Background: an optimization exercise with open tools, aiming at small area and a short achievable clock period. Do not read the settings as production practice.
No run shown here included a check of the RTL's function; only the layout flow was run.
Power is estimated from default activity; no workload was simulated.

==> flow/design.v, too long to show whole: its modules and the start of the top module <==
// module ksa_inv: 5 lines
// module ksa_nand2: 5 lines
// module ksa_nor2: 5 lines
// module ksa_nand3: 5 lines
// module ksa_nand4: 5 lines
// module ksa_and2: 5 lines
// module ksa_and3: 5 lines
// module ksa_xor2: 5 lines
// module ksa_xnor2: 5 lines
// module ksa_aoi21: 5 lines
// module ksa_a21boi: 5 lines
// module ksa_oai21: 5 lines
// module ksa_fa: 7 lines
// module ksa_ha: 6 lines
// module VKSA_blocks: 519 lines
// module VKSA_256: 1577 lines
// module VKSA_256_top: 21 lines
module VKSA_256_top (in_clk, in_A, in_B, in_CI, out_S, out_CO);
  // ...
==> flow/flow/run.sh <==
#!/bin/bash
# Standard synthesis and layout, with plain buffers on the ports (buffer_ports
# would otherwise pick clkdlybuf4s50_1, a slow delay cell): minimum-size
# buffers on the inputs, and larger ones on the outputs, which drive the
# output load.
set -euo pipefail
bash standard.sh synth > synth.log 2>&1
bash standard.sh "BUFFER_PORTS_ARGS=-buffer_cell sky130_fd_sc_hd__buf_1" \
  "POST_GLOBAL_PLACE_TCL=$PWD/flow/outbuf.tcl" \
  "OUT_BUF_CELL=${OUT_BUF_CELL:-sky130_fd_sc_hd__buf_2}" finish > layout.log 2>&1
==> flow/flow/outbuf.tcl <==
# Upsize the output-port buffers that buffer_ports inserted (all outputs get
# the cell named in OUT_BUF_CELL); the input-port buffers stay minimum size.
set block [ord::get_db_block]
set n 0
foreach bterm [$block getBTerms] {
  if {[$bterm getIoType] ne "OUTPUT"} { continue }
  set net [$bterm getNet]
  foreach iterm [$net getITerms] {
    if {[$iterm isOutputSignal]} {
      set inst [$iterm getInst]
      if {[string match "*buf*" [[$inst getMaster] getName]]} {
        replace_cell [get_cells [$inst getName]] [get_lib_cells $::env(OUT_BUF_CELL)]
        incr n
      }
    }
  }
}
puts "outbuf.tcl: resized $n output buffers to $::env(OUT_BUF_CELL)"
==> flow/standard.sh <==
#!/bin/bash
# synth_recipe.tcl (not shown) runs the flow's synth.tcl, then flattens the netlist and writes it again
# the make line also repeats each setting of config.mk as NAME=value (left out here)
make -C /OpenROAD-flow-scripts/flow DESIGN_CONFIG=/design/flow/config.mk WORK_HOME=/design/flow/orfs CLKGATE_MAP_FILE= SYNTH_SCRIPT=/design/flow/synth_recipe.tcl "${@:-finish}"
==> flow/config.mk <==
export PLATFORM = sky130hd
export DESIGN_NAME = VKSA_256_top
export DESIGN_NICKNAME = VKSA_256_top
export VERILOG_FILES = /design/flow/design.v
export SDC_FILE = /design/flow/constraint.sdc
export NUM_CORES = 4
export LEC_CHECK = 0
export CAP_MARGIN = 20
export CORE_AREA = 17 17 227 227
export CTS_CLUSTER_DIAMETER = 120
export CTS_CLUSTER_SIZE = 24
export DIE_AREA = 0 0 244 244
export SETUP_SLACK_MARGIN = 3.25
export SLEW_MARGIN = 20
export SYNTH_HIERARCHICAL = 1
export TNS_END_PERCENT = 5
==> flow/constraint.sdc <==
create_clock -name core_clock -period 5.5 [get_ports {in_clk}]
set_input_delay 1.1000 -clock core_clock [delete_from_list [all_inputs] [get_ports {in_clk}]]
set_output_delay 1.1000 -clock core_clock [all_outputs]
set_load 0.01 [all_outputs]
==> results.ini, run 1 <==
[outcome]
outcome=no timing/DRC/antenna violations

[worst_setup_path]
crit_family=simple AND/OR/NAND/NOR gates
worst_r2r_endpoint=out_S[238]
crit_slowest_cell=dfxtp_2
cp.arrival_ns=2.79
cp_max_fo=5
critical_path.n_buffers_inverters=1

[synthesis]
async_flop_share_pct=0
synth.area.top_cells=dfxtp_1 (51%), fa_1 (11%), xor2_1 (9.0%)
synthMuxAreaShare_pct=0
syn_nets=2645
synth_top_area_cell=dfxtp_1

[sta]
hold_viol=0
slew_headroom_pct=68.9
max_freq_ghz=0.433

[cells_and_area]
dominant_cells=multi-input gates
post-route-util_pct=67.7
multi_input_area_share_pct=41.4
final_cell_mix=buf_1 (513), dfxtp_1 (492), buf_2 (257)

[drt]
postRouteAntennaNets=0
dr.pass1.iters=5
drtIter0Drc=825
wl_met2_mm=43.3
dr.max_layer_used=met5
met3_length_mm=5.87

[floorplan]
num_rows=76
die_h_um=244
nWellTaps=585
die_x_um=244

[grt]
grt_use_met2_pct=47.4
grt-ovfl-total=0
grt_pass1_wl_mm=115

[clocking]
cts_tree=done
ctsHtreeMaxLevel=1
clk_pin_slew_ns=0.09

[pwr]
power_frac_seq_pct=53.5
peakVddDrop_v=0.000262
p_int_mw=7.16
comb_power_share_pct=25.4
p_clk_mw=2.23
p_comb_mw=2.69

[min_path]
hold_path_depth=0

[placement]
dp_slack_ns=2.49
placed_cell_area_um2=26600
io_buffers=770

==> run 2: changes to the inputs <==
--- a/flow/flow/run.sh
+++ b/flow/flow/run.sh
@@ -9,2 +9,2 @@
   "POST_GLOBAL_PLACE_TCL=$PWD/flow/outbuf.tcl" \
-  "OUT_BUF_CELL=${OUT_BUF_CELL:-sky130_fd_sc_hd__buf_2}" finish > layout.log 2>&1
+  "OUT_BUF_CELL=${OUT_BUF_CELL:-sky130_fd_sc_hd__buf_4}" finish > layout.log 2>&1
==> results.ini, run 2 <==
[clocking]
cts_hold_buffers=0
cts_tree=done
clkLatencyLatePin_ns=0.59
clock_sinks=578
clk_pin_slew_ns=0.10  ; about the same
ctsHtreeMaxLevel=1  ; unchanged
cts_buffers=28
cts_buffer_depth=3
root_buffer=clkbuf_16

[worst_setup_path]
startpoint=out_S[72]
cp.arrival_ns=1.21  ; -1.58 ns
cp_slowest_stage_delay_ns=0.45
crit_type=reg -> out
crit_slowest_cell=dfxtp_1
path_cells=buf_4
reg2reg_from=r_bs[87]
critical_path.n_buffers_inverters=1  ; unchanged
crit_path_start_kind=flop
cp_max_fo=1  ; -4
crit_path_end_kind=primary output
crit_family=flip-flops
critPathRequiredTime_ns=4.40

[job]
drv_cap=0

[drt]
via_per_inst=5.02
dr.pass1.iters=5  ; unchanged
postRouteAntennaNets=0  ; unchanged
num_vias=17200
wl_mm=83.4
wl_per_cell_um=24.3
drtIter0Drc=814  ; -1.3%
drcViolationCount=0

[synthesis]
synthTopCellsByCount=dfxtp_1 (578), xor2_1 (233), nand2_1 (181)
yosysSeqAreaShare_pct=51.2
ys_ff_latch=578
async_flop_share_pct=0  ; unchanged
netlist_instances=1939
netlist_area_um2=22600
yosysMostFrequentCell=dfxtp_1
synth_top_area_share_pct=51.2
syn_nets=2645  ; unchanged
synth.area.top_cells=dfxtp_1 (51%), fa_1 (11%), xor2_1 (9.0%)
synth_area_per_cell_um2=11.6
synth_top_area_cell=dfxtp_1
ys.flop_type=dfxtp_1
yosys_warnings=7
synth_edf_count=0
synth_cell_types=14

[floorplan]
pin_count=771
start_util_pct=52.1
die_area_um2=59500
die_h_um=244  ; unchanged
core_region_area_um2=43400
die_x_um=244  ; unchanged
num_rows=76  ; unchanged

[cells_and_area]
nFillCells=3417
layout-drive-gt1-share_pct=28.7
final_cell_mix=buf_1 (513), dfxtp_1 (473), buf_4 (345)
areaGrowthSynthToFinish_pct=33.7
final_common_cell=buf_1
top_regs=out_S (256), r_bs (256), r_bg (65)
fin_area_um2=30200
final_nets=3535
post-route-util_pct=69.7  ; +2.0 points

[sta]
setup_tns_ns=0
min_period_ns=2.31
timing.final.setup_violations=0
rsz0062_at_grt=yes
worst_slew_pin_slew_ns=0.448
drv_slew=0
setup_ws_ns=3.19
hold_viol=0  ; unchanged
max_freq_ghz=0.433  ; +0.13%
slew_headroom_pct=69.9  ; +0.99 points
post-route-period-util_pct=42.0
finClkSkew_ns=0.0205

[pwr]
p_per_area_nw_per_um2=361
p_leak_nw=12.2
peakVddDrop_v=0.000248  ; -5.4%
power.total_mw=10.9

[min_path]
min_from=r_bs[1]
hp-class=reg -> reg

[grt]
grt_pass1_vias=17900
grt_use_total_pct=25.7
grt_max_degree=25
antenna_found_initial=11
grt-ovfl-total=0  ; unchanged
grt_pass1_wl_mm=116  ; +0.63%

[outcome]
outcome=no timing/DRC/antenna violations

[placement]
io_buffers=770  ; unchanged
placed_cell_area_um2=27200  ; +2.4%
detailed_place_hpwl_mm=72.0
dp_slack_ns=2.49  ; -0.00210 ns

[run 2: cell count changes in the layout (fill, tap and decap cells not counted), sizes merged]
cell | before | now
diode | 8 | 10
buf | 850 | 863
[run 2: final timing paths]
check | endpoint | slack [ns] | depth (start not counted)
worst max-delay path | out_S[72] | 3.19 | 1
worst min-delay path | out_S[1] | 0.34 | 0
worst max register to register | out_S[230] | 3.21 | 10
worst min register to register | out_S[1] | 0.34 | 0
[run 2: cell type report]
class / instances / area [um2] / share of cell area, %
multi-input combinational: 1317 / 12200 / 40.4
sequential: 578 / 11700 / 38.9
timing repair buffer: 863 / 4590 / 15.2
tap: 585 / 732 / 2.42
clock buffer: 29 / 726 / 2.40
inverter: 41 / 156 / 0.518
clock inverter: 1 / 30.0 / 0.0994
antenna: 10 / 25.0 / 0.0828
[run 2: power breakdown]
group	internal, mW	total (mW)	switching (mW)	leakage [nW]
registers	5.08	5.68	0.605	4.88
logic	1.41	2.98	1.57	6.92
clock network	0.949	2.23	1.28	0.369
[run 2: cells by family after synthesis]
| kind of cell | after synthesis | synth area share (%) |
|---|---|---|
| XOR/XNOR | 381 | 14.8 |
| AO/OA/AOI/OAI | 257 | 8.73 |
| buffers and inverters | 44 | 0.781 |
| flip-flops | 578 | 51.2 |
| AND/OR/NAND/NOR | 487 | 9.60 |
| adder cells (fa/ha/maj) | 192 | 14.9 |
[run 2: per-module statistics from Yosys, one instance, submodules excluded, excerpt]
module        flops+latches  area [um2]  times used
VKSA_256_top            578       11600           1
ksa_a21boi                0        11.3          64
ksa_aoi21                 0        8.76          76
ksa_fa                    0        20.0         128
ksa_ha                    0        12.5          64
ksa_nand2                 0        3.75         181
ksa_nand3                 0        5.00          63
ksa_nand4                 0        6.26         105
ksa_nor2                  0        3.75         138
ksa_oai21                 0        5.00         117
ksa_xnor2                 0        8.76         148
ksa_xor2                  0        8.76         233
[run 2: what timing repair did]
| item | CTS | global route |
|---|---|---|
| pin swaps | 53 | 151 |
| endpoints found under the setup margin | 201 | 180 |
| setup buffers | 30 | 63 |
| gates resized for setup | 193 | 227 |
[run 2: layer usage]
metal	up-vias	routed length (um)	GRT usage, %
li1	8232	-	-
met1	8276	30100	27.3
met2	544	43700	47.0
met3	122	6310	7.66
met4	2	3250	10.2
met5	-	20	0
[run 2: stage by stage]
stage,instances,hold slack [ns]
6_report,3424,0.337
5_1_grt,3422,0.343
4_1_cts,3351,0.334
3_5_place_dp,3291,0.313
3_3_place_gp,3291,0.310
2_1_floorplan,1939,0.392
==> run 3: changes to the inputs <==
==> flow/flow/run.sh (replaced) <==
#!/bin/bash
# Standard synthesis and layout, with plain minimum-size buffers on the ports
# (buffer_ports would otherwise pick clkdlybuf4s50_1, a slow delay cell), and
# power/area recovery (downsizing gates off the critical paths) after global
# routing.
set -euo pipefail
bash standard.sh synth > synth.log 2>&1
bash standard.sh "BUFFER_PORTS_ARGS=-buffer_cell sky130_fd_sc_hd__buf_1" \
  "RECOVER_POWER=${RECOVER_POWER:-100}" finish > layout.log 2>&1
removed: flow/flow/outbuf.tcl
==> results.ini, run 3 <==
[outcome]
outcome=no timing/DRC/antenna violations

[worst_setup_path]
reg2reg_slack_ns=1.82  ; -1.39 ns
crit_path_end_kind=flop
critical_path.n_buffers_inverters=0  ; -1
cp_slowest_stage_delay_ns=0.68  ; +0.23 ns
crit_type=reg -> reg
critPathMostFrequentCell=o21ai_0
crit_family=compound AO/OA/AOI/OAI gates
crit_slowest_cell=a21oi_1
cp_max_fo=7  ; +6
path_cells=nand4_1 > o21ai_0 > a21oi_1 > o21ai_0 > a21oi_1 > o21ai_0 > a21oi_1 > o21ai_0 > nand4_1 > xnor2_1
cp.arrival_ns=4.20  ; +2.99 ns
critPathRequiredTime_ns=6.02  ; +1.62 ns
crit_path_start_kind=flop

[placement]
place.gp.congestion=0.928
detailed_place_hpwl_mm=72.0  ; about the same
placed_cell_area_um2=26300  ; -3.5%
io_buffers=770  ; unchanged

[drt]
dr.pass1.iters=5  ; unchanged
drcViolationCount=0  ; unchanged
num_vias=17000  ; -0.87%
via_per_inst=5.02  ; about the same
postRouteAntennaNets=0  ; unchanged
drtIter0Drc=809  ; -0.61%
wl_mm=83.0  ; -0.51%
wl_per_cell_um=24.4  ; +0.34%

[sta]
max_freq_ghz=0.272  ; -37%
hold_viol=0  ; unchanged
hold_slack_ns=0.341  ; +0.00424 ns
min_period_ns=3.68  ; +1.37 ns
finClkSkew_ns=0.0269  ; +0.00639 ns
rsz0062_at_grt=yes
timing.final.setup_violations=0  ; unchanged
post-route-period-util_pct=66.9  ; +25 points
drv_slew=0  ; unchanged
slew_headroom_pct=38.3  ; -32 points
worst_slew_pin_slew_ns=0.916  ; +0.467 ns
setup_tns_ns=0  ; unchanged

[floorplan]
die_h_um=244  ; unchanged
start_util_pct=52.1  ; unchanged
core_region_area_um2=43400  ; unchanged
die_area_um2=59500  ; unchanged
die_x_um=244  ; unchanged
pin_count=771  ; unchanged
num_rows=76  ; unchanged

[cells_and_area]
regArea_um2=11700  ; -0.67%
final_nets=3510  ; -0.71%
layout-drive-gt1-share_pct=12.4  ; -16 points
top_regs=out_S (256), r_bs (256), r_bg (65)
multi_input_area_um2=11300  ; -7.2%
final_cell_mix=buf_1 (750), dfxtp_1 (512), xor2_1 (233)
fin_area_um2=28000  ; -7.4%
final_common_cell=buf_1
post-route-util_pct=64.5  ; -5.2 points
areaGrowthSynthToFinish_pct=23.8
nFillCells=3758  ; +10%

[clocking]
clk_pin_slew_ns=0.10  ; about the same
cts_tree=done
clkLatencyLatePin_ns=0.59  ; about the same
ctsHtreeMaxLevel=1  ; unchanged
root_buffer=clkbuf_16
cts_buffer_depth=3  ; unchanged
cts_buffers=28  ; unchanged
cts_hold_buffers=0  ; unchanged
clock_sinks=578  ; unchanged

[job]
drv_cap=0  ; unchanged

[synthesis]
syn_nets=2645  ; unchanged
synth_area_per_cell_um2=11.6  ; unchanged
synth_top_area_cell=dfxtp_1
ys.flop_type=dfxtp_1
yosys_warnings=7  ; unchanged
synth_edf_count=0  ; unchanged
yosysSeqAreaShare_pct=51.2  ; unchanged
ys_ff_latch=578  ; unchanged
async_flop_share_pct=0  ; unchanged
yosysMostFrequentCell=dfxtp_1
synth_top_area_share_pct=51.2  ; unchanged
synth.area.top_cells=dfxtp_1 (51%), fa_1 (11%), xor2_1 (9.0%)
netlist_instances=1939  ; unchanged
netlist_area_um2=22600  ; unchanged
synthTopCellsByCount=dfxtp_1 (578), xor2_1 (233), nand2_1 (181)
synth_cell_types=14  ; unchanged

[pwr]
power_frac_seq_pct=55.1  ; +2.9 points
peakVddDrop_v=0.000243  ; -1.8%
comb_power_share_pct=23.2  ; -4.2 points
p_switching_mw=3.35  ; -3.1%
p_int_mw=6.92  ; -6.9%
p_leak_nw=10.8  ; -11%
p_per_area_nw_per_um2=367  ; +1.8%
swShare_pct=32.6  ; +0.88 points
clkPwrFrac_pct=21.7  ; +1.3 points

[grt]
grt_pass1_vias=17800  ; -0.28%
grt_use_total_pct=25.7  ; about the same
antenna_found_initial=7  ; -4
grt-ovfl-total=0  ; unchanged
grt_max_degree=25  ; unchanged
grt_pass1_wl_mm=117  ; +0.88%

[min_path]
hp-class=reg -> reg

==> run 3: cell counts after synthesis <==
Identical to the previous run, type by type.
==> run 3: worst reg2reg max path, stage by stage, from the launching register on <==
cell and delay, ns:
dfxtp_1 0.35, nand4_1 0.22, o21ai_0 0.16, a21oi_1 0.33, o21ai_0 0.23, a21oi_1 0.57
o21ai_0 0.37, a21oi_1 0.68, o21ai_0 0.35, nand4_1 0.21, xnor2_1 0.13
==> run 3: per-layer routing <==
layer | up-vias | part of all wire [%] | global-route usage (%)
met5 | - | 0.016 | 0
met4 | 2 | 2.3 | 5.86
met3 | 92 | 6.4 | 6.04
met2 | 521 | 54 | 48.9
met1 | 8251 | 38 | 28.6
li1 | 8160 | - | -
==> run 3: final timing paths <==
path                            cells past startpoint          to     start
worst min-delay path                                0    out_S[1]   r_bs[1]
worst max-delay path                               10  out_S[238]  r_bs[27]
worst min register to register                      0    out_S[1]   r_bs[1]
worst max register to register                     10  out_S[238]  r_bs[27]
==> run 3: kinds of logic (layout without fill, tap and decap cells) <==
| family | Yosys count | count (layout) | share of synthesized area (%) |
|---|---|---|---|
| buffers and inverters | 44 | 909 | 0.781 |
| xor gates and xnor gates | 381 | 381 | 14.8 |
| other | 0 | 6 | 0 |
| adders and majority gates | 192 | 192 | 14.9 |
| and+or+nand+nor | 487 | 487 | 9.60 |
| DFF | 578 | 578 | 51.2 |
| AOI/OAI and AO/OA | 257 | 257 | 8.73 |
==> run 3: final cells by class <==
class	instances	share of cell area, %
repair buffers	838	11.9
multi-input cells	1317	40.5
inverters	41	0.555
well taps	585	2.62
clock buffers	29	2.59
flip-flops and latches	578	41.7
clock inverters	1	0.107
diodes	6	0.0537
==> run 3: modules after synthesis (local to each module, per instance), excerpt <==
module | cells | times used | flops+latches
VKSA_256 | 3 | 1 | 0
ksa_a21boi | 1 | 64 | 0
ksa_nor2 | 1 | 138 | 0
ksa_aoi21 | 1 | 76 | 0
ksa_nand2 | 1 | 181 | 0
VKSA_256_top | 578 | 1 | 578
ksa_nand3 | 1 | 63 | 0
==> run 3: through the flow <==
step / power, mW / cells / setup slack (ns)
after CTS: 10.4 / 3342 / 3.13
after detailed placement: 8.08 / 3291 / 2.49
after global routing: 10.8 / 3394 / 1.67
after global placement: 8.06 / 3291 / 2.58
after floorplan: 6.74 / 1939 / 3.14
final: 10.3 / 3395 / 1.82
==> run 3: what timing repair did <==
action | in CTS | in global routing
gates resized for setup | 170 | 202
pin swaps | 35 | 119
setup buffers | 21 | 47
cloned | 0 | 0
endpoints found under the setup margin | 309 | 320
==> run 3: power groups by stage <==
stage	registers [mW]	logic [mW]	clock network, mW
floorplan	5.78	0.962	0
global placement	5.70	2.36	0
detailed placement	5.71	2.37	0
CTS	5.64	2.48	2.27
global route	5.74	2.60	2.43
finish	5.65	2.39	2.23
==> run 4: changes to the inputs <==
==> flow/flow/run.sh (replaced) <==
#!/bin/bash
# Standard synthesis and layout, but with plain buffers on the ports
# (buffer_ports would otherwise pick clkdlybuf4s50_1, a slow delay cell).
set -euo pipefail
bash standard.sh synth > synth.log 2>&1
bash standard.sh "BUFFER_PORTS_ARGS=-buffer_cell ${PORT_BUF:-sky130_fd_sc_hd__buf_1}" finish > layout.log 2>&1
--- a/flow/config.mk
+++ b/flow/config.mk
@@ -12,2 +12,3 @@
 export DIE_AREA = 0 0 244 244
+export PLACE_DENSITY = 0.75
 export SETUP_SLACK_MARGIN = 3.25
==> results.ini, run 4 <==
[pwr]
p_switching_mw=3.45  ; +3.1%
comb_power_share_pct=24.8  ; +1.6 points
peakVddDrop_v=0.000268  ; +10%
p_leak_nw=11.1  ; +3.2%
clkPwrFrac_pct=21.2  ; -0.5 points
power_frac_seq_pct=54.0  ; -1.1 points
p_int_mw=7.02  ; +1.4%
p_per_area_nw_per_um2=361  ; -1.6%
swShare_pct=32.9  ; +0.35 points

[synthesis]
syn_nets=2645  ; unchanged
netlist_area_um2=22600  ; unchanged
async_flop_share_pct=0  ; unchanged
yosysSeqAreaShare_pct=51.2  ; unchanged
synth.area.top_cells=dfxtp_1 (51%), fa_1 (11%), xor2_1 (9.0%)
netlist_instances=1939  ; unchanged
synthTopCellsByCount=dfxtp_1 (578), xor2_1 (233), nand2_1 (181)
ys.flop_type=dfxtp_1
yosysMostFrequentCell=dfxtp_1
synth_top_area_share_pct=51.2  ; unchanged
yosys_warnings=7  ; unchanged
synth_area_per_cell_um2=11.6  ; unchanged
synth_edf_count=0  ; unchanged
synth_cell_types=14  ; unchanged
ys_ff_latch=578  ; unchanged
synth_top_area_cell=dfxtp_1

[floorplan]
start_util_pct=52.1  ; unchanged
die_x_um=244  ; unchanged
num_rows=76  ; unchanged
die_h_um=244  ; unchanged
pin_count=771  ; unchanged
core_region_area_um2=43400  ; unchanged
die_area_um2=59500  ; unchanged

[cells_and_area]
areaGrowthSynthToFinish_pct=28.3
post-route-util_pct=66.8  ; +2.3 points
nFillCells=3324  ; -12%
final_cell_mix=buf_1 (760), dfxtp_1 (512), xor2_1 (233)
final_common_cell=buf_1
layout-drive-gt1-share_pct=18.3  ; +5.9 points
final_nets=3521  ; +0.31%
fin_cells=3404  ; +0.27%
top_regs=out_S (256), r_bs (256), r_bg (65)

[placement]
detailed_place_hpwl_mm=73.7  ; +2.3%
io_buffers=770  ; unchanged
place.gp.congestion=1.03  ; +11%
dp_slack_ns=2.44  ; -0.0525 ns
place_inst=3291  ; unchanged

[worst_setup_path]
crit_type=reg -> reg
crit_path_start_kind=flop
cp_max_fo=5  ; -2
crit_path_end_kind=flop
cp_slowest_stage_delay_ns=0.38  ; -0.30 ns
cp.arrival_ns=2.87  ; -1.33 ns
crit_slowest_cell=dfxtp_4
path_cells=nand4_1 > nor2_4 > nand2_2 > nor2_4 > nand2_1 > o21ai_4 > inv_1 > o21ai_4 > nand3_1 > xnor2_2
critPathRequiredTime_ns=5.98  ; -0.04 ns

[grt]
antenna_found_initial=4  ; -3
grt-ovfl-total=0  ; unchanged
grt_pass1_vias=18700  ; +5.2%
grt_pass1_wl_mm=120  ; +2.9%
grt_max_degree=25  ; unchanged
grt_use_total_pct=26.3  ; +0.63 points

[sta]
post-route-period-util_pct=43.4  ; -24 points
rsz0062_at_grt=yes
hold_slack_ns=0.338  ; -0.00330 ns
timing.final.setup_violations=0  ; unchanged
setup_tns_ns=0  ; unchanged
setup_ws_ns=3.12  ; +1.29 ns
hold_viol=0  ; unchanged
worst_slew_pin_slew_ns=0.555  ; -0.360 ns
drv_slew=0  ; unchanged
finClkSkew_ns=0.0228  ; -0.00405 ns
max_freq_ghz=0.419  ; +54%
min_period_ns=2.38  ; -1.29 ns
slew_headroom_pct=62.7  ; +24 points

[drt]
drcViolationCount=0  ; unchanged
drtIter0Drc=945  ; +17%
wl_mm=85.1  ; +2.6%
via_per_inst=5.12  ; +2.2%
wl_per_cell_um=25.0  ; +2.3%
dr.pass1.iters=5  ; unchanged
num_vias=17400  ; +2.4%
postRouteAntennaNets=0  ; unchanged

[job]
drv_cap=0  ; unchanged

[clocking]
root_buffer=clkbuf_16
cts_buffers=28  ; unchanged
cts_buffer_depth=3  ; unchanged
clock_sinks=578  ; unchanged
ctsHtreeMaxLevel=1  ; unchanged
cts_tree=done
clk_pin_slew_ns=0.10  ; about the same
cts_hold_buffers=0  ; unchanged
clkLatencyLatePin_ns=0.59  ; about the same

[outcome]
outcome=no timing/DRC/antenna violations

[min_path]
hp-class=reg -> reg

[run 4: through the flow]
stage,area [um2],total power [mW]
floorplan,22700,6.74
global placement,26300,8.02
detailed placement,26300,8.08
CTS,28100,10.4
global route,29000,10.9
finish,29000,10.5
[run 4: layer usage]
metal  share of wire (%)  global-route usage (%)  vias up
met3                 7.3                    7.66      130
met1                  36                    27.3     8483
met2                  54                    50.6      632
met4                 3.2                    7.55        6
met5               0.040                       0        -
li1                    -                       -     8189
[run 4: final cells by class]
type	count	area [um2]	area share (%)
sequential	578	11700	40.2
multi-input combinational	1317	12100	41.9
inverter	41	154	0.531
tap	585	732	2.53
timing repair buffer	849	3520	12.2
clock inverter	1	30.0	0.104
antenna	4	10.0	0.0345
clock buffer	29	726	2.50
[run 4: power by group through the flow]
stage                     clock network, mW  logic, mW  registers, mW
after floorplan                           0      0.962           5.78
after global placement                    0       2.36           5.66
final                                  2.22       2.60           5.65
after detailed placement                  0       2.39           5.70
after CTS                              2.25       2.54           5.62
after global routing                   2.40       2.81           5.72
[run 4: final timing paths]
path,from,endpoint,slack (ns),cells after the start
setup / recovery,r_bs[51],out_S[77],3.12,10
hold / removal,r_bs[1],out_S[1],0.34,0
hold reg to reg,r_bs[1],out_S[1],0.34,0
setup reg to reg,r_bs[51],out_S[77],3.12,10
[run 4: cell families after synthesis]
family / share of synthesized area, %
buf+inv: 0.781
compound gates: 8.73
simple gates: 9.60
fa+ha+maj: 14.9
flops: 51.2
xor+xnor: 14.8
[run 4: per-module statistics from Yosys, one instance, submodules excluded, a selection]
module,cells inside,times used
ksa_fa,1,128
ksa_nor2,1,138
ksa_xor2,1,233
ksa_inv,1,41
ksa_nand3,1,63
ksa_ha,1,64
ksa_oai21,1,117
ksa_nand2,1,181
VKSA_256,3,1
ksa_aoi21,1,76
VKSA_256_top,578,1
ksa_xnor2,1,148
ksa_a21boi,1,64
ksa_nand4,1,105
[run 4: critical path, delay by kind of cell, from the launching register on]
kind / cells / cell delay, ns
buffers and inverters: 1 / 0.12
AO/OA/AOI/OAI: 2 / 0.44
XOR/XNOR: 1 / 0.18
AND/OR/NAND/NOR: 6 / 1.13
flip-flops: 1 / 0.38
[run 4: timing repair]
item,in CTS,in global routing
buffers inserted,33,46
resized for setup,234,135
pin swaps,67,104
endpoints found under the setup margin,298,321
==> run 5: changes to the inputs <==
--- a/flow/config.mk
+++ b/flow/config.mk
@@ -12,3 +12,2 @@
 export DIE_AREA = 0 0 244 244
-export PLACE_DENSITY = 0.75
 export SETUP_SLACK_MARGIN = 3.25
@@ -16,2 +15,2 @@
 export SYNTH_HIERARCHICAL = 1
-export TNS_END_PERCENT = 5
+export TNS_END_PERCENT = 20
==> results.ini, run 5 <==
[synthesis]
syn_nets=2645  ; unchanged
ys_ff_latch=578  ; unchanged
async_flop_share_pct=0  ; unchanged
synth_edf_count=0  ; unchanged
yosysMostFrequentCell=dfxtp_1
yosys_warnings=7  ; unchanged
synth_top_area_cell=dfxtp_1
yosysSeqAreaShare_pct=51.2  ; unchanged
synth.area.top_cells=dfxtp_1 (51%), fa_1 (11%), xor2_1 (9.0%)
ys.flop_type=dfxtp_1
synth_top_area_share_pct=51.2  ; unchanged
netlist_instances=1939  ; unchanged
netlist_area_um2=22600  ; unchanged
synth_cell_types=14  ; unchanged
synth_area_per_cell_um2=11.6  ; unchanged
synthTopCellsByCount=dfxtp_1 (578), xor2_1 (233), nand2_1 (181)

[clocking]
clk_pin_slew_ns=0.09  ; about the same
clock_sinks=578  ; unchanged
cts_buffer_depth=3  ; unchanged
cts_tree=done
cts_buffers=28  ; unchanged
ctsHtreeMaxLevel=1  ; unchanged
clkLatencyLatePin_ns=0.59  ; about the same
cts_hold_buffers=0  ; unchanged
root_buffer=clkbuf_16

[placement]
place.gp.congestion=0.970  ; -5.6%
detailed_place_hpwl_mm=73.0  ; -0.99%
io_buffers=770  ; unchanged

[cells_and_area]
final_common_cell=buf_1
areaGrowthSynthToFinish_pct=30.1
top_regs=out_S (256), r_bs (256), r_bg (65)
final_cell_mix=buf_1 (764), dfxtp_1 (495), xor2_1 (233)
layout-drive-gt1-share_pct=20.2  ; +1.9 points
final_nets=3550  ; +0.82%

[drt]
drtIter0Drc=885  ; -6.3%
dr.pass1.iters=6  ; +1
drcViolationCount=0  ; unchanged
wl_mm=84.4  ; -0.80%
postRouteAntennaNets=0  ; unchanged
wl_per_cell_um=24.6  ; -1.8%
via_per_inst=5.02  ; -2.1%
num_vias=17200  ; -1.1%

[grt]
grt_use_total_pct=25.8  ; -0.54 points
grt_max_degree=25  ; unchanged
grt-ovfl-total=0  ; unchanged
grt_pass1_wl_mm=117  ; -3.0%
grt_pass1_vias=18100  ; -3.5%
antenna_found_initial=8  ; +4

[floorplan]
die_h_um=244  ; unchanged
die_area_um2=59500  ; unchanged
start_util_pct=52.1  ; unchanged
num_rows=76  ; unchanged
die_x_um=244  ; unchanged
pin_count=771  ; unchanged
core_region_area_um2=43400  ; unchanged

[worst_setup_path]
crit_slowest_cell=dfxtp_4
cp_max_fo=4  ; -1
critPathRequiredTime_ns=5.96  ; -0.02 ns
cp_slowest_stage_delay_ns=0.35  ; -0.03 ns
crit_type=reg -> reg
critical_path.n_buffers_inverters=3  ; +2
cp.arrival_ns=2.80  ; -0.07 ns
crit_family=compound AO/OA/AOI/OAI gates
path_cells=nand4_1 > nor2_4 > buf_12 > buf_6 > a21oi_4 > o21ai_2 > a21oi_2 > o21ai_4 > a21oi_4 > o21ai_2 > buf_4 > xor2_1
crit_path_end_kind=flop
crit_path_start_kind=flop

[sta]
min_period_ns=2.33  ; -0.0537 ns
rsz0062_at_grt=yes
post-route-period-util_pct=42.4  ; -0.98 points
hold_slack_ns=0.335  ; -0.00268 ns
max_freq_ghz=0.429  ; +2.3%
timing.final.setup_violations=0  ; unchanged
drv_slew=0  ; unchanged
finClkSkew_ns=0.0259  ; +0.00309 ns
hold_viol=0  ; unchanged
worst_slew_pin_slew_ns=0.465  ; -0.0907 ns
setup_tns_ns=0  ; unchanged
slew_headroom_pct=68.8  ; +6.1 points

[pwr]
swShare_pct=32.7  ; -0.20 points
comb_power_share_pct=25.0  ; +0.2 points
peakVddDrop_v=0.000245  ; -8.4%
power_frac_seq_pct=54.0  ; about the same
p_per_area_nw_per_um2=357  ; -1.3%
p_switching_mw=3.43  ; -0.47%
clkPwrFrac_pct=21.0  ; -0.2 points
power.total_mw=10.5  ; +0.14%
p_leak_nw=11.3  ; +1.7%
p_int_mw=7.06  ; +0.44%

[job]
drv_cap=0  ; unchanged

[min_path]
hp-class=reg -> reg

[outcome]
outcome=no timing/DRC/antenna violations

==> run 5: cell counts after synthesis <==
No cell type changed its count.
==> run 5: kinds of logic after synthesis <==
logic type | share of synthesized area, %
buf+inv | 0.781
fa+ha+maj | 14.9
flops | 51.2
xor+xnor | 14.8
simple gates | 9.60
compound gates | 8.73
==> run 5: cell type report <==
cell class	instances	area (um2)
Clock inverter	1	30.0
Inverter	41	154
Sequential cell	578	11700
Timing Repair Buffer	878	3740
Tap cell	585	732
Antenna cell	9	22.5
Fill cell	3500	14000
Clock buffer	29	726
Multi-Input combinational cell	1317	12300
==> run 5: per-layer routing <==
layer / vias up / part of all wire, % / global-route usage (%)
met4: 4 / 3.1 / 8.08
li1: 8252 / - / -
met5: - / 0.027 / 0
met3: 117 / 7.0 / 7.68
met1: 8324 / 37 / 27.1
met2: 550 / 53 / 48.7
==> run 5: worst paths after layout <==
kind            start          to  slack [ns]  depth (start not counted)
min reg2reg   r_bs[2]    out_S[2]        0.33                          0
min           r_bs[2]    out_S[2]        0.33                          0
max reg2reg  r_bs[79]  out_S[235]        3.17                         12
max          r_bs[79]  out_S[235]        3.17                         12
==> run 5: Yosys stat by module (local to each module, per instance), excerpt <==
module        cell area [um2]  cells inside  copies in the design
VKSA_256                 22.5             3                     1
VKSA_256_top            11600           578                     1
ksa_a21boi               11.3             1                    64
ksa_aoi21                8.76             1                    76
ksa_fa                   20.0             1                   128
ksa_ha                   12.5             1                    64
ksa_inv                  3.75             1                    41
ksa_nand2                3.75             1                   181
ksa_nand3                5.00             1                    63
ksa_nand4                6.26             1                   105
ksa_nor2                 3.75             1                   138
ksa_oai21                5.00             1                   117
ksa_xnor2                8.76             1                   148
ksa_xor2                 8.76             1                   233
==> run 5: power groups by stage <==
| stage | clock network (mW) | registers, mW | logic, mW |
|---|---|---|---|
| detailed placement | 0 | 5.70 | 2.38 |
| CTS | 2.25 | 5.63 | 2.52 |
| global route | 2.39 | 5.74 | 2.83 |
| global placement | 0 | 5.69 | 2.37 |
| finish | 2.20 | 5.66 | 2.62 |
| floorplan | 0 | 5.78 | 0.962 |
==> run 5: stage by stage <==
stage	instance area [um2]	cells	utilization [%]	setup slack, ns
after global placement	26300	3291	60.5	2.61
after detailed placement	26300	3291	60.5	2.49
after CTS	28100	3362	64.8	3.15
after global routing	29400	3434	67.8	3.05
final	29400	3438	67.8	3.17
after floorplan	22700	1939	-	3.14
==> run 5: repair_timing <==
item,4_1_cts,5_1_grt
buffers inserted,41,67
resized for setup,210,219
pin swaps,61,126
gates cloned,0,0
endpoints found under the setup margin,283,296
==> run 6: changes to the inputs <==
--- a/flow/config.mk
+++ b/flow/config.mk
@@ -8,3 +8,3 @@
 export CAP_MARGIN = 20
-export CORE_AREA = 17 17 227 227
+export CORE_AREA = 22 22 222 222
 export CTS_CLUSTER_DIAMETER = 120
@@ -15,2 +15,2 @@
 export SYNTH_HIERARCHICAL = 1
-export TNS_END_PERCENT = 20
+export TNS_END_PERCENT = 5
==> results.ini, run 6 <==
[min_path]
hp-class=reg -> reg

[job]
drv_cap=0  ; unchanged

[synthesis]
synth_top_area_share_pct=51.2  ; unchanged
netlist_area_um2=22600  ; unchanged
ys_ff_latch=578  ; unchanged
syn_nets=2645  ; unchanged
synth_area_per_cell_um2=11.6  ; unchanged
async_flop_share_pct=0  ; unchanged
ys.flop_type=dfxtp_1
synth.area.top_cells=dfxtp_1 (51%), fa_1 (11%), xor2_1 (9.0%)
yosysSeqAreaShare_pct=51.2  ; unchanged
netlist_instances=1939  ; unchanged
synth_cell_types=14  ; unchanged
synth_edf_count=0  ; unchanged
yosysMostFrequentCell=dfxtp_1
synth_top_area_cell=dfxtp_1
yosys_warnings=7  ; unchanged
synthTopCellsByCount=dfxtp_1 (578), xor2_1 (233), nand2_1 (181)

[drt]
drtIter0Drc=864  ; -2.4%
num_vias=17200  ; -0.087%
dr.pass1.iters=5  ; -1
via_per_inst=5.19  ; +3.4%
wl_per_cell_um=26.1  ; +6.1%
drcViolationCount=0  ; unchanged
postRouteAntennaNets=0  ; unchanged
wl_mm=86.6  ; +2.5%

[pwr]
comb_power_share_pct=25.1  ; about the same
power_frac_seq_pct=53.7  ; -0.3 points
p_switching_mw=3.40  ; -0.88%
swShare_pct=32.7  ; about the same
peakVddDrop_v=0.000225  ; -8.3%
p_per_area_nw_per_um2=365  ; +2.3%
p_int_mw=6.99  ; -0.96%
clkPwrFrac_pct=21.2  ; +0.2 points
p_leak_nw=10.9  ; -3.3%

[cells_and_area]
final_nets=3507  ; -1.2%
multi_input_area_um2=11900  ; -3.2%
regArea_um2=11600  ; -0.69%
layout-drive-gt1-share_pct=16.0  ; -4.2 points
fin_area_um2=28500  ; -3.1%
final_common_cell=buf_1
areaGrowthSynthToFinish_pct=26.1
final_cell_mix=buf_1 (765), dfxtp_1 (538), xor2_1 (233)
post-route-util_pct=72.8  ; +5.0 points
top_regs=out_S (256), r_bs (256), r_bg (65)
nFillCells=2971  ; -15%

[grt]
antenna_found_initial=4  ; -4
grt_pass1_wl_mm=120  ; +2.9%
grt_max_degree=25  ; unchanged
grt_use_total_pct=26.4  ; +0.61 points
grt-ovfl-total=0  ; unchanged
grt_pass1_vias=17700  ; -1.9%

[placement]
io_buffers=770  ; unchanged
dp_slack_ns=2.47  ; -0.0280 ns
place.gp.congestion=0.879  ; -9.4%
detailed_place_hpwl_mm=76.5  ; +4.9%
placed_cell_area_um2=26200  ; -0.33%

[sta]
hold_slack_ns=0.333  ; -0.00139 ns
post-route-period-util_pct=42.9  ; +0.49 points
min_period_ns=2.36  ; +0.0267 ns
slew_headroom_pct=71.3  ; +2.4 points
finClkSkew_ns=0.0183  ; -0.00761 ns
setup_tns_ns=0  ; unchanged
hold_viol=0  ; unchanged
max_freq_ghz=0.424  ; -1.1%
worst_slew_pin_slew_ns=0.428  ; -0.0365 ns
rsz0062_at_grt=yes
timing.final.setup_violations=0  ; unchanged
setup_ws_ns=3.14  ; -0.0267 ns
drv_slew=0  ; unchanged

[clocking]
cts_hold_buffers=0  ; unchanged
ctsHtreeMaxLevel=1  ; unchanged
cts_buffers=28  ; unchanged
cts_tree=done
root_buffer=clkbuf_16
clk_pin_slew_ns=0.09  ; about the same
clock_sinks=578  ; unchanged
clkLatencyLatePin_ns=0.57  ; -0.02 ns
cts_buffer_depth=3  ; unchanged

[worst_setup_path]
critPathRequiredTime_ns=5.97  ; about the same
cp.arrival_ns=2.83  ; +0.03 ns
cp_max_fo=5  ; +1
crit_type=reg -> reg
crit_path_start_kind=flop
crit_path_end_kind=flop

[floorplan]
pin_count=771  ; unchanged
die_area_um2=59500  ; unchanged
start_util_pct=57.8  ; +5.7 points
die_h_um=244  ; unchanged
die_x_um=244  ; unchanged
num_rows=72  ; -5.3%
core_region_area_um2=39100  ; -9.8%

[outcome]
outcome=no timing/DRC/antenna violations

run 6: power groups by stage:
stage          clock network [mW]  registers, mW  logic (mW)
2_1_floorplan                   0           5.78       0.962
3_3_place_gp                    0           5.61        2.44
3_5_place_dp                    0           5.64        2.46
4_1_cts                      2.23           5.56        2.57
5_1_grt                      2.38           5.66        2.81
6_report                     2.20           5.58        2.61
run 6: cells by family after synthesis:
| group | count (synthesis) | share of synthesized area (%) |
|---|---|---|
| AND/OR/NAND/NOR | 487 | 9.60 |
| flip-flops | 578 | 51.2 |
| AO/OA/AOI/OAI | 257 | 8.73 |
| XOR/XNOR | 381 | 14.8 |
| buffers and inverters | 44 | 0.781 |
| adder cells (fa/ha/maj) | 192 | 14.9 |
run 6: timing repair:
item,CTS,global route
buffers inserted,30,35
gates resized for setup,165,126
setup endpoints to repair,267,277
pin swaps,46,88
run 6: metrics by stage:
step	cells	power, mW
after global placement	3224	8.05
after global routing	3321	10.8
after CTS	3284	10.4
after detailed placement	3224	8.10
after floorplan	1939	6.74
final	3322	10.4
run 6: worst paths after layout:
kind	from	end	slack, ns	cells past startpoint
worst max-delay path	r_bs[155]	out_S[182]	3.14	11
worst min-delay path	r_bs[2]	out_S[2]	0.33	0
worst max register to register	r_bs[155]	out_S[182]	3.14	11
worst min register to register	r_bs[2]	out_S[2]	0.33	0
run 6: cell type report:
class / count / area share (%)
Antenna cell: 3 / 0.0264
Clock inverter: 1 / 0.105
Multi-Input combinational cell: 1317 / 41.8
Timing Repair Buffer: 835 / 11.9
Inverter: 41 / 0.549
Clock buffer: 29 / 2.55
Tap cell: 518 / 2.28
Sequential cell: 578 / 40.8
run 6: per-module statistics from Yosys (local to each module, per instance), excerpt:
module        copies in the design  area [um2]
ksa_nand4                      105        6.26
ksa_fa                         128        20.0
ksa_nand3                       63        5.00
ksa_a21boi                      64        11.3
VKSA_256                         1        22.5
ksa_xnor2                      148        8.76
ksa_aoi21                       76        8.76
VKSA_256_top                     1       11600
ksa_xor2                       233        8.76
run 6: critical path, stage by stage, from the launching register on:
cell and delay [ns]:
dfxtp_1 0.43, nand4_1 0.14, buf_4 0.18, nor2_4 0.16
nand2_1 0.17, nor2_2 0.23, nand2_2 0.15, o21ai_2 0.19
a21oi_4 0.09, o21ai_2 0.23, nand4_1 0.14, xnor2_1 0.15
run 6: layer usage:
layer	vias up	GRT usage [%]	wire length [um]	share of wire, %
li1	8157	-	-	-
met1	8384	27.2	31000	36
met2	574	50.9	46800	54
met3	115	7.76	6320	7.3
met4	2	6.38	2440	2.8
met5	-	0	20	0.023
==> run 7: changes to the inputs <==
--- a/flow/config.mk
+++ b/flow/config.mk
@@ -8,3 +8,3 @@
 export CAP_MARGIN = 20
-export CORE_AREA = 22 22 222 222
+export CORE_AREA = 17 17 227 227
 export CTS_CLUSTER_DIAMETER = 120
@@ -12,3 +12,3 @@
 export DIE_AREA = 0 0 244 244
-export SETUP_SLACK_MARGIN = 3.25
+export SETUP_SLACK_MARGIN = 3.35
 export SLEW_MARGIN = 20
==> results.ini, run 7 <==
[drt]
drtIter0Drc=886  ; +2.5%
dr.pass1.iters=5  ; unchanged
num_vias=17400  ; +0.98%
wl_mm=84.0  ; -2.9%
via_per_inst=5.02  ; -3.1%
postRouteAntennaNets=0  ; unchanged
drcViolationCount=0  ; unchanged
wl_per_cell_um=24.3  ; -6.9%

[grt]
grt_use_total_pct=26.2  ; -0.24 points
grt_pass1_vias=18400  ; +3.8%
grt_max_degree=25  ; unchanged
antenna_found_initial=17  ; +13
grt-ovfl-total=0  ; unchanged
grt_pass1_wl_mm=119  ; -1.2%

[sta]
min_period_ns=2.30  ; -0.0585 ns
rsz0062_at_grt=yes
finClkSkew_ns=0.0266  ; +0.00831 ns
post-route-period-util_pct=41.8  ; -1.1 points
drv_slew=0  ; unchanged
max_freq_ghz=0.435  ; +2.5%
slew_headroom_pct=70.1  ; -1.2 points
hold_viol=0  ; unchanged
setup_tns_ns=0  ; unchanged
worst_slew_pin_slew_ns=0.446  ; +0.0175 ns
timing.final.setup_violations=0  ; unchanged
hold_slack_ns=0.339  ; +0.00536 ns

[synthesis]
ys_ff_latch=578  ; unchanged
syn_nets=2645  ; unchanged
yosysSeqAreaShare_pct=51.2  ; unchanged
synth_area_per_cell_um2=11.6  ; unchanged
yosysMostFrequentCell=dfxtp_1
netlist_instances=1939  ; unchanged
yosys_warnings=7  ; unchanged
netlist_area_um2=22600  ; unchanged
synth_edf_count=0  ; unchanged
async_flop_share_pct=0  ; unchanged
synth_cell_types=14  ; unchanged
ys.flop_type=dfxtp_1
synth_top_area_share_pct=51.2  ; unchanged
synth.area.top_cells=dfxtp_1 (51%), fa_1 (11%), xor2_1 (9.0%)
synthTopCellsByCount=dfxtp_1 (578), xor2_1 (233), nand2_1 (181)
synth_top_area_cell=dfxtp_1

[clocking]
cts_buffers=28  ; unchanged
ctsHtreeMaxLevel=1  ; unchanged
clk_pin_slew_ns=0.09  ; about the same
cts_buffer_depth=3  ; unchanged
root_buffer=clkbuf_16
clock_sinks=578  ; unchanged
cts_tree=done
clkLatencyLatePin_ns=0.59  ; +0.02 ns

[min_path]
hp-class=reg -> reg
min_from=r_bs[1]

[worst_setup_path]
cp.arrival_ns=2.76  ; -0.07 ns
reg2reg_slack_ns=3.20  ; +0.06 ns
critPathRequiredTime_ns=5.96  ; about the same
cp_max_fo=4  ; -1
reg2reg_from=r_bs[83]
crit_type=reg -> reg
crit_path_end_kind=flop
startpoint=r_bs[83]
crit_path_start_kind=flop

[placement]
detailed_place_hpwl_mm=72.4  ; -5.3%
place.gp.congestion=0.936  ; +6.5%
place_inst=3291  ; +2.1%
io_buffers=770  ; unchanged

[cells_and_area]
areaGrowthSynthToFinish_pct=32.7
final_common_cell=buf_1
fin_cells=3463  ; +4.2%
post-route-util_pct=69.1  ; -3.7 points
final_cell_mix=buf_1 (574), dfxtp_1 (402), xor2_1 (233)
final_nets=3572  ; +1.9%
layout-drive-gt1-share_pct=30.5  ; +15 points
top_regs=out_S (256), r_bs (256), r_bg (65)

[floorplan]
pin_count=771  ; unchanged
die_x_um=244  ; unchanged
die_area_um2=59500  ; unchanged
start_util_pct=52.1  ; -5.7 points
die_h_um=244  ; unchanged
core_region_area_um2=43400  ; +11%
num_rows=76  ; +5.6%

[pwr]
peakVddDrop_v=0.000242  ; +7.5%
p_leak_nw=12.0  ; +9.9%
p_per_area_nw_per_um2=357  ; -2.2%

[outcome]
outcome=no timing/DRC/antenna violations

[job]
drv_cap=0  ; unchanged

## run 7: layout make-up
cell class	count	area, um2
inverters	41	159
multi-input cells	1317	12200
diodes	12	30.0
clock inverters	1	30.0
fillers	3405	13400
clock buffers	29	726
flip-flops and latches	578	11800
repair buffers	900	4260
well taps	585	732
## run 7: layer usage
metal | wire length, um | vias up | share of wire [%] | track usage, %
li1 | - | 8298 | - | -
met3 | 6230 | 142 | 7.4 | 7.88
met2 | 44400 | 575 | 53 | 48.4
met5 | 70 | - | 0.083 | 0
met1 | 30200 | 8376 | 36 | 27.6
met4 | 3130 | 10 | 3.7 | 9.87
## run 7: metrics by stage
step	power (mW)	worst slack (ns)	cell area [um2]
after detailed placement	8.08	2.49	26300
after floorplan	6.74	3.14	22700
after global routing	11.2	3.09	30000
final	10.7	3.20	30000
after global placement	8.06	2.58	26300
after CTS	10.7	3.27	29400
## run 7: critical path, cell delays in order (launching register included)
cell and delay, ns:
dfxtp_2 0.33, nand4_1 0.22, nor2_4 0.06, buf_12 0.14, a21oi_2 0.26, o21ai_4 0.12, a21oi_2 0.19, o21ai_4 0.09
buf_12 0.14, a21oi_4 0.21, o21ai_4 0.10, buf_4 0.15, xor2_1 0.15
## run 7: path summary, 6_finish.rpt
check	to	cells past startpoint
worst min register to register	out_S[1]	0
worst max-delay path	out_S[219]	12
worst min-delay path	out_S[1]	0
worst max register to register	out_S[219]	12
## run 7: modules after synthesis (local to each module, per instance), excerpt
module	cells	cell area [um2]	times used
ksa_fa	1	20.0	128
ksa_inv	1	3.75	41
ksa_nand3	1	5.00	63
ksa_aoi21	1	8.76	76
ksa_nand4	1	6.26	105
VKSA_256_top	578	11600	1
## run 7: report_power, final
part,switching [mW],leakage (nW),total (mW),internal (mW)
sequential,0.586,4.88,5.69,5.11
combinational,1.59,6.77,2.79,1.20
clock,1.26,0.369,2.21,0.949
total,3.44,12.0,10.7,7.26
## run 7: cells by family after synthesis
kind of cell | synth area share [%]
AOI/OAI and AO/OA | 8.73
adders and majority gates | 14.9
xor gates and xnor gates | 14.8
DFF | 51.2
and+or+nand+nor | 9.60
buffers and inverters | 0.781
## run 7: timing repair
item	4_1_cts	5_1_grt
hold buffers	0	0
endpoints found under the setup margin	456	432
resized for setup	635	79
buffers inserted	94	36
gates cloned	0	0
pin swaps	154	80
==> run 8: changes to the inputs <==
==> flow/flow/run.sh (replaced) <==
#!/bin/bash
# Standard synthesis and layout, with plain minimum-size buffers on the ports
# (buffer_ports would otherwise pick clkdlybuf4s50_1, a slow delay cell), and
# with every gate reset to its smallest drive strength after global placement
# (flow/downsize.tcl), so that timing repair upsizes only what it needs.
set -euo pipefail
bash standard.sh synth > synth.log 2>&1
bash standard.sh "BUFFER_PORTS_ARGS=-buffer_cell sky130_fd_sc_hd__buf_1" \
  "POST_GLOBAL_PLACE_TCL=$PWD/flow/downsize.tcl" finish > layout.log 2>&1
==> flow/flow/downsize.tcl (new file) <==
# Start timing repair from minimum-size gates: every combinational cell that
# synthesis mapped to a larger drive strength is swapped for the smallest cell
# of the same function (same name but for the drive-strength suffix). The
# resizer then upsizes only the gates that timing needs.
set n 0
set saved 0.0
foreach inst [get_cells *] {
  set lc [get_lib_cells -of_objects $inst]
  if {$lc eq "" || $lc eq "NULL"} { continue }
  set name [get_name $lc]
  if {![regexp {^(sky130_fd_sc_hd__[a-z0-9]+)_([0-9]+)$} $name -> base drive]} { continue }
  if {[string match "*df*" $base] || [string match "*clk*" $base] || [string match "*tap*" $base]} { continue }
  set best $name
  set best_area [get_property $lc area]
  foreach cand [get_lib_cells ${base}_*] {
    set cname [get_name $cand]
    if {![regexp "^${base}_\[0-9\]+\$" $cname]} { continue }
    if {[get_property $cand dont_use]} { continue }
    set a [get_property $cand area]
    if {$a < $best_area} { set best $cname; set best_area $a }
  }
  if {$best ne $name} {
    set saved [expr {$saved + [get_property $lc area] - $best_area}]
    replace_cell $inst [get_lib_cells $best]
    incr n
  }
}
puts "downsize.tcl: downsized $n cells, [format %.1f $saved] um2"
--- a/flow/config.mk
+++ b/flow/config.mk
@@ -12,3 +12,3 @@
 export DIE_AREA = 0 0 244 244
-export SETUP_SLACK_MARGIN = 3.35
+export SETUP_SLACK_MARGIN = 3.25
 export SLEW_MARGIN = 20
==> results.ini, run 8 <==
[drt]
via_per_inst=5.02  ; -0.18%
drtIter0Drc=910  ; +2.7%
num_vias=17000  ; -2.5%
drcViolationCount=0  ; unchanged
wl_per_cell_um=24.2  ; about the same
postRouteAntennaNets=0  ; unchanged
dr.pass1.iters=5  ; unchanged
wl_mm=81.9  ; -2.4%

[worst_setup_path]
worst_r2r_endpoint=out_S[238]
cp_slowest_stage_delay_ns=0.38  ; +0.05 ns
critical_path.n_buffers_inverters=1  ; -2
path_cells=buf_1
crit_path_end_kind=primary output
rr_worst_depth=10  ; -2
crit_slowest_cell=dfxtp_1
crit_type=reg -> out
cp.depth=1  ; -11
crit_path_start_kind=flop
endpoint=out_S[161]
reg2reg_from=r_bs[27]
critPathRequiredTime_ns=4.40  ; -1.56 ns
reg2reg_slack_ns=3.19  ; about the same
cp.arrival_ns=1.22  ; -1.54 ns
startpoint=out_S[161]
crit_family=flip-flops
cp_max_fo=1  ; -3

[synthesis]
synth_edf_count=0  ; unchanged
ys.flop_type=dfxtp_1
yosys_warnings=7  ; unchanged
synthTopCellsByCount=dfxtp_1 (578), xor2_1 (233), nand2_1 (181)
async_flop_share_pct=0  ; unchanged
netlist_instances=1939  ; unchanged
netlist_area_um2=22600  ; unchanged
ys_ff_latch=578  ; unchanged
synth_top_area_share_pct=51.2  ; unchanged
synth.area.top_cells=dfxtp_1 (51%), fa_1 (11%), xor2_1 (9.0%)
yosysSeqAreaShare_pct=51.2  ; unchanged
syn_nets=2645  ; unchanged
synth_cell_types=14  ; unchanged
yosysMostFrequentCell=dfxtp_1
synth_area_per_cell_um2=11.6  ; unchanged
synth_top_area_cell=dfxtp_1

[grt]
grt_pass1_vias=17900  ; -2.9%
antenna_found_initial=7  ; -10
grt_pass1_wl_mm=116  ; -2.0%
grt_max_degree=25  ; unchanged
grt_util_met1_pct=28.2  ; +0.66 points
grt_use_total_pct=25.6  ; -0.59 points
grt_use_met2_pct=48.5  ; +0.056 points
grt_util_met3_pct=6.47  ; -1.4 points
grt-busiest-layer=met2
grt-ovfl-total=0  ; unchanged

[cells_and_area]
final_nets=3496  ; -2.1%
multi_input_area_um2=11600  ; -5.0%
areaGrowthSynthToFinish_pct=25.2
layout-drive-gt1-share_pct=13.5  ; -17 points
fin_area_um2=28300  ; -5.7%
top_regs=out_S (256), r_bs (256), r_bg (65)
final_cell_mix=buf_1 (766), dfxtp_1 (508), xor2_1 (233)
final_common_cell=buf_1
nFillCells=3662  ; +7.5%
regArea_um2=11700  ; -1.3%

[sta]
hold_viol=0  ; unchanged
max_freq_ghz=0.431  ; -0.79%
setup_tns_ns=0  ; unchanged
worst_slew_pin_slew_ns=0.441  ; -0.00501 ns
timing.final.setup_violations=0  ; unchanged
drv_slew=0  ; unchanged
slew_headroom_pct=70.4  ; +0.34 points
min_period_ns=2.32  ; +0.0183 ns
finClkSkew_ns=0.0254  ; -0.00122 ns
rsz0062_at_grt=yes
post-route-period-util_pct=42.1  ; +0.33 points

[job]
drv_cap=0  ; unchanged

[placement]
detailed_place_hpwl_mm=71.8  ; -0.86%
placed_cell_area_um2=25700  ; -2.3%
io_buffers=770  ; unchanged

[clocking]
root_buffer=clkbuf_16
clk_pin_slew_ns=0.09  ; about the same
cts_buffer_depth=3  ; unchanged
cts_buffers=28  ; unchanged
cts_hold_buffers=0  ; unchanged
clock_sinks=578  ; unchanged
cts_tree=done
clkLatencyLatePin_ns=0.58  ; about the same
ctsHtreeMaxLevel=1  ; unchanged

[min_path]
hp-class=reg -> reg

[floorplan]
core_region_area_um2=43400  ; unchanged
die_area_um2=59500  ; unchanged
start_util_pct=52.1  ; unchanged
die_x_um=244  ; unchanged
pin_count=771  ; unchanged
die_h_um=244  ; unchanged
num_rows=76  ; unchanged

[pwr]
clkPwrFrac_pct=21.4  ; +0.7 points
power.total_mw=10.3  ; -3.6%
p_switching_mw=3.34  ; -2.8%
comb_power_share_pct=23.7  ; -2.4 points
p_int_mw=6.97  ; -4.0%
swShare_pct=32.4  ; +0.26 points
power_frac_seq_pct=54.9  ; +1.7 points
p_per_area_nw_per_um2=365  ; +2.2%
peakVddDrop_v=0.000234  ; -3.1%
p_leak_nw=10.9  ; -9.5%

[outcome]
outcome=no timing/DRC/antenna violations

[run 8: layout make-up]
cell class,count,area share [%]
timing repair buffer,824,11.8
multi-input combinational,1317,41.1
antenna,6,0.0531
sequential,578,41.3
tap,585,2.59
clock inverter,1,0.106
clock buffer,29,2.57
inverter,41,0.553
[run 8: worst register-to-register path, delay by kind of cell, from the launching register on]
family / cells / cell delay (ns)
AOI/OAI and AO/OA: 5 / 0.90
xor gates and xnor gates: 1 / 0.15
and+or+nand+nor: 4 / 0.78
DFF: 1 / 0.37
[run 8: what timing repair did]
action | in CTS | in global routing
endpoints found under the setup margin | 367 | 317
gates resized for setup | 190 | 211
setup buffers | 26 | 28
pin swaps | 45 | 111
[run 8: cells by family (layout without fill, tap and decap cells)]
family                   after synthesis  count (layout)  synth area share (%)
other                                  0               6                     0
XOR/XNOR                             381             381                  14.8
buffers and inverters                 44             895                 0.781
AND/OR/NAND/NOR                      487             487                  9.60
flip-flops                           578             578                  51.2
AO/OA/AOI/OAI                        257             257                  8.73
adder cells (fa/ha/maj)              192             192                  14.9
[run 8: metal layers]
metal,share of wire (%),vias to the layer above
met5,0.016,-
li1,-,8138
met4,2.4,2
met2,54,499
met3,6.5,87
met1,37,8233
[run 8: power groups by stage]
stage	clock, mW	combinational [mW]	sequential [mW]
detailed placement	0	2.27	5.71
global route	2.41	2.66	5.74
global placement	0	2.36	5.70
finish	2.20	2.45	5.66
floorplan	0	0.962	5.78
CTS	2.26	2.41	5.64
[run 8: Yosys stat by module, one instance, submodules excluded, a selection]
module	cell area, um2	flip-flops and latches
ksa_ha	12.5	0
VKSA_256_top	11600	578
ksa_nand4	6.26	0
ksa_fa	20.0	0
ksa_oai21	5.00	0
VKSA_256	22.5	0
ksa_xnor2	8.76	0
ksa_a21boi	11.3	0
ksa_nand3	5.00	0
ksa_nor2	3.75	0
ksa_xor2	8.76	0
ksa_inv	3.75	0
ksa_aoi21	8.76	0
ksa_nand2	3.75	0
[run 8: worst min path at each step]
stage	start	endpoint	slack [ns]	cells after the start
6_report	r_bs[1]	out_S[1]	0.34	0
5_1_grt	r_bs[1]	out_S[1]	0.35	0
4_1_cts	r_bs[1]	out_S[1]	0.34	0
3_5_place_dp	r_bs[1]	out_S[1]	0.32	0
3_3_place_gp	r_bs[0]	out_S[0]	0.31	0
2_1_floorplan	r_bg[64]	out_CO	0.39	2
[run 8: through the flow]
step	hold slack (ns)	utilization, %	setup WS (ns)	cells
after floorplan	0.392	-	3.14	1939
after global placement	0.310	60.5	2.58	3291
after detailed placement	0.318	59.2	0.306	3291
after CTS	0.340	63.1	3.13	3347
after global routing	0.350	65.2	3.08	3380
final	0.341	65.2	3.18	3381
==> run 9: changes to the inputs <==
--- a/flow/config.mk
+++ b/flow/config.mk
@@ -12,3 +12,4 @@
 export DIE_AREA = 0 0 244 244
-export SETUP_SLACK_MARGIN = 3.25
+export PLACE_DENSITY = 0.5
+export SETUP_SLACK_MARGIN = 3.2
 export SLEW_MARGIN = 20
==> results.ini, run 9 <==
[synthesis]
netlist_instances=1939  ; unchanged
synth_compound_area_share_pct=8.73  ; unchanged
synth_cell_types=14  ; unchanged
synthAdderAreaFrac_pct=14.9  ; unchanged
synth_top_family_by_area=adder cells
netlist_area_um2=22600  ; unchanged
synth_edf_count=0  ; unchanged
async_flop_share_pct=0  ; unchanged
syn_nets=2645  ; unchanged
synth_area_per_cell_um2=11.6  ; unchanged
ys.flop_type=dfxtp_1
yosysSeqAreaShare_pct=51.2  ; unchanged
ys_ff_latch=578  ; unchanged
synth_xor_area_share_pct=14.8  ; unchanged
synthMuxAreaShare_pct=0  ; unchanged
yosysMostFrequentCell=dfxtp_1
synth-simple-area-share_pct=9.60  ; unchanged
synth_top_area_cell=dfxtp_1
yosys_warnings=7  ; unchanged
synth.area.top_cells=dfxtp_1 (51%), fa_1 (11%), xor2_1 (9.0%)
synthTopCellsByCount=dfxtp_1 (578), xor2_1 (233), nand2_1 (181)
synth_top_area_share_pct=51.2  ; unchanged

[sta]
finClkSkew_ns=0.0220  ; -0.00336 ns
post-route-period-util_pct=42.9  ; +0.75 points
timing.final.setup_violations=0  ; unchanged
min_period_ns=2.36  ; +0.0413 ns
setup_ws_ns=3.14  ; -0.0413 ns
slew_headroom_pct=69.1  ; -1.3 points
hold_viol=0  ; unchanged
rsz0062_at_grt=yes
drv_slew=0  ; unchanged
setup_tns_ns=0  ; unchanged
max_freq_ghz=0.424  ; -1.8%
worst_slew_pin_slew_ns=0.459  ; +0.0182 ns

[grt]
grt_pass1_wl_mm=115  ; -1.3%
grt_max_degree=25  ; unchanged
grt_pass1_vias=17500  ; -2.3%
antenna_found_initial=9  ; +2
grt_use_total_pct=25.2  ; -0.39 points
grt-ovfl-total=0  ; unchanged

[drt]
postRouteAntennaNets=0  ; unchanged
dr.pass1.iters=5  ; unchanged
drtIter0Drc=868  ; -4.6%
via_per_inst=4.98  ; -0.72%
num_vias=16900  ; -0.63%
wl_per_cell_um=24.0  ; -0.80%
wl_mm=81.4  ; -0.72%
drcViolationCount=0  ; unchanged

[clocking]
clkLatencyLatePin_ns=0.58  ; about the same
ctsHtreeMaxLevel=1  ; unchanged
root_buffer=clkbuf_16
cts_buffers=28  ; unchanged
clock_sinks=578  ; unchanged
cts_tree=done
cts_buffer_depth=3  ; unchanged
clk_pin_slew_ns=0.09  ; about the same

[floorplan]
die_h_um=244  ; unchanged
num_rows=76  ; unchanged
die_area_um2=59500  ; unchanged
core_region_area_um2=43400  ; unchanged
die_x_um=244  ; unchanged
pin_count=771  ; unchanged
start_util_pct=52.1  ; unchanged

[placement]
io_buffers=770  ; unchanged
detailed_place_hpwl_mm=71.3  ; -0.66%
dp_slack_ns=0.513  ; +0.206 ns

[outcome]
outcome=no timing/DRC/antenna violations

[worst_setup_path]
crit_path_start_kind=flop
crit_type=reg -> reg
crit_path_end_kind=flop
critPathRequiredTime_ns=6.01  ; +1.61 ns
cp.arrival_ns=2.87  ; +1.65 ns
cp_max_fo=7  ; +6

[pwr]
swShare_pct=32.3  ; -0.12 points
p_leak_nw=10.8  ; -0.37%
power_frac_seq_pct=55.0  ; about the same
p_switching_mw=3.33  ; -0.47%
clkPwrFrac_pct=21.6  ; +0.2 points
comb_power_share_pct=23.5  ; -0.2 points
p_per_area_nw_per_um2=365  ; +0.16%
peakVddDrop_v=0.000206  ; -12%
p_int_mw=6.97  ; about the same

[cells_and_area]
nFillCells=3639  ; -0.63%
final_nets=3498  ; +0.057%
final_cell_mix=buf_1 (769), dfxtp_1 (511), xor2_1 (233)
layout-drive-gt1-share_pct=13.1  ; -0.40 points
final_common_cell=buf_1
top_regs=out_S (256), r_bs (256), r_bg (65)
areaGrowthSynthToFinish_pct=24.9

[min_path]
hp-class=reg -> reg

[job]
drv_cap=0  ; unchanged

[run 9: cell count changes in the layout (fill, tap and decap cells not counted), moves of 3 or more]
cell and change:
o21ai_2 +4, buf_1 +3, nand2_4 -3, a21oi_1 +6
nor2_4 -7, nand2_2 +4, nor2_1 +3, a21oi_2 -5
dfxtp_2 -4, dfxtp_1 +3, nor2_2 +4
[run 9: cell type report]
| type | instances | area [um2] | share of cell area, % |
|---|---|---|---|
| Sequential cell | 578 | 11700 | 41.4 |
| Multi-Input combinational cell | 1317 | 11500 | 40.8 |
| Timing Repair Buffer | 826 | 3370 | 11.9 |
| Tap cell | 585 | 732 | 2.60 |
| Clock buffer | 29 | 726 | 2.57 |
| Inverter | 41 | 154 | 0.546 |
| Clock inverter | 1 | 30.0 | 0.106 |
| Antenna cell | 7 | 17.5 | 0.0621 |
[run 9: critical path, cell delays in order, from the launching register on]
cell	delay, ns
dfxtp_1	0.38
nand4_1	0.22
nor2_2	0.22
buf_4	0.14
a21oi_2	0.08
o21ai_2	0.23
a21oi_4	0.10
o21ai_4	0.25
a21oi_4	0.14
o21ai_4	0.18
nand4_1	0.14
xnor2_1	0.20
[run 9: final timing paths]
kind | start | to | slack (ns) | depth (start not counted)
min | r_bs[0] | out_S[0] | 0.33 | 0
max | r_bs[29] | out_S[246] | 3.14 | 11
max reg2reg | r_bs[29] | out_S[246] | 3.14 | 11
min reg2reg | r_bs[0] | out_S[0] | 0.33 | 0
[run 9: layer usage]
metal / part of all wire [%] / global-route usage (%) / vias up
met5: 0.042 / 0 / -
met4: 2.3 / 5.71 / 4
met3: 6.6 / 6.43 / 87
met2: 54 / 48.1 / 538
met1: 37 / 27.5 / 8091
li1: - / - / 8132
[run 9: timing repair]
action / 4_1_cts / 5_1_grt
resized for setup: 154 / 221
hold buffers: 0 / 0
endpoints found under the setup margin: 260 / 182
pin swaps: 33 / 101
setup buffers: 22 / 33
[run 9: cells by family (layout without fill, tap and decap cells)]
kind of cell             count (synthesis)  after routing
adder cells (fa/ha/maj)                192            192
AO/OA/AOI/OAI                          257            257
other                                    0              7
XOR/XNOR                               381            381
flip-flops                             578            578
AND/OR/NAND/NOR                        487            487
buffers and inverters                   44            897
[run 9: power by group through the flow]
stage / logic (mW) / clock network (mW) / registers (mW)
final: 2.42 / 2.22 / 5.66
after floorplan: 0.961 / 0 / 5.78
after global routing: 2.64 / 2.40 / 5.75
after detailed placement: 2.24 / 0 / 5.72
after global placement: 2.33 / 0 / 5.70
after CTS: 2.37 / 2.27 / 5.64
[run 9: per-stage QoR]
stage	hold WS, ns	instances	area [um2]	total power, mW	util (%)
finish	0.334	3384	28200	10.3	65.0
global route	0.344	3383	28200	10.8	65.0
CTS	0.337	3344	27200	10.3	62.7
detailed placement	0.316	3292	25700	7.96	59.2
global placement	0.311	3291	26200	8.03	60.5
floorplan	0.392	1939	22600	6.74	-
[run 9: per-module statistics from Yosys, one instance, submodules excluded, a selection]
module / cells / cell area, um2 / copies in the design / flops+latches
VKSA_256_top: 578 / 11600 / 1 / 578
VKSA_256: 3 / 22.5 / 1 / 0
ksa_fa: 1 / 20.0 / 128 / 0
ksa_ha: 1 / 12.5 / 64 / 0
ksa_a21boi: 1 / 11.3 / 64 / 0
ksa_aoi21: 1 / 8.76 / 76 / 0
ksa_xnor2: 1 / 8.76 / 148 / 0
ksa_xor2: 1 / 8.76 / 233 / 0
ksa_nand4: 1 / 6.26 / 105 / 0
ksa_nand3: 1 / 5.00 / 63 / 0
ksa_oai21: 1 / 5.00 / 117 / 0
ksa_inv: 1 / 3.75 / 41 / 0
ksa_nand2: 1 / 3.75 / 181 / 0
ksa_nor2: 1 / 3.75 / 138 / 0

[port drivers added, routing unchanged]
The flow's constraints put no driver on any port. The routed layouts listed below were extracted and timed again, unchanged, in two steps. Step 1, drivers: a clkbuf_16 drives in_clk and a buf_2 each remaining input, both assumed. Step 2 times the ports against the registers' clock, not the clock port: input delays grow and output delays shrink by t, the midpoint of the rising clock arrivals with the driver on. Slacks: ideal ports / drivers / drivers and shift; pairs: ideal ports / drivers.
| run | t (ns) | setup WS [ns] | worst setup path at the end | latest minus earliest clock arrival (ns) |
|---|---|---|---|---|
| run 1 | 0.646 | 3.190 / 3.152 / 2.853 | input to register | 0.028 / 0.028 |
| run 2 | 0.641 | 3.193 / 3.133 / 2.831 | input to register | 0.025 / 0.025 |
| run 3 | 0.639 | 1.820 / 1.820 / 1.820 | register to register | 0.027 / 0.027 |
| run 4 | 0.639 | 3.115 / 3.115 / 2.816 | input to register | 0.026 / 0.026 |
| run 5 | 0.630 | 3.169 / 3.118 / 2.832 | input to register | 0.026 / 0.026 |
| run 6 | 0.630 | 3.142 / 3.098 / 2.834 | input to register | 0.024 / 0.024 |
| run 7 | 0.637 | 3.201 / 3.201 / 2.838 | input to register | 0.026 / 0.027 |
| run 8 | 0.633 | 3.182 / 3.122 / 2.768 | input to register | 0.025 / 0.025 |
| run 9 | 0.633 | 3.141 / 3.123 / 2.738 | input to register | 0.022 / 0.022 |
After both steps setup and hold are still met in every run listed. For run 8, which loses most, drivers alone change the setup slack by -0.060 ns; drivers and shift together by -0.414 ns.
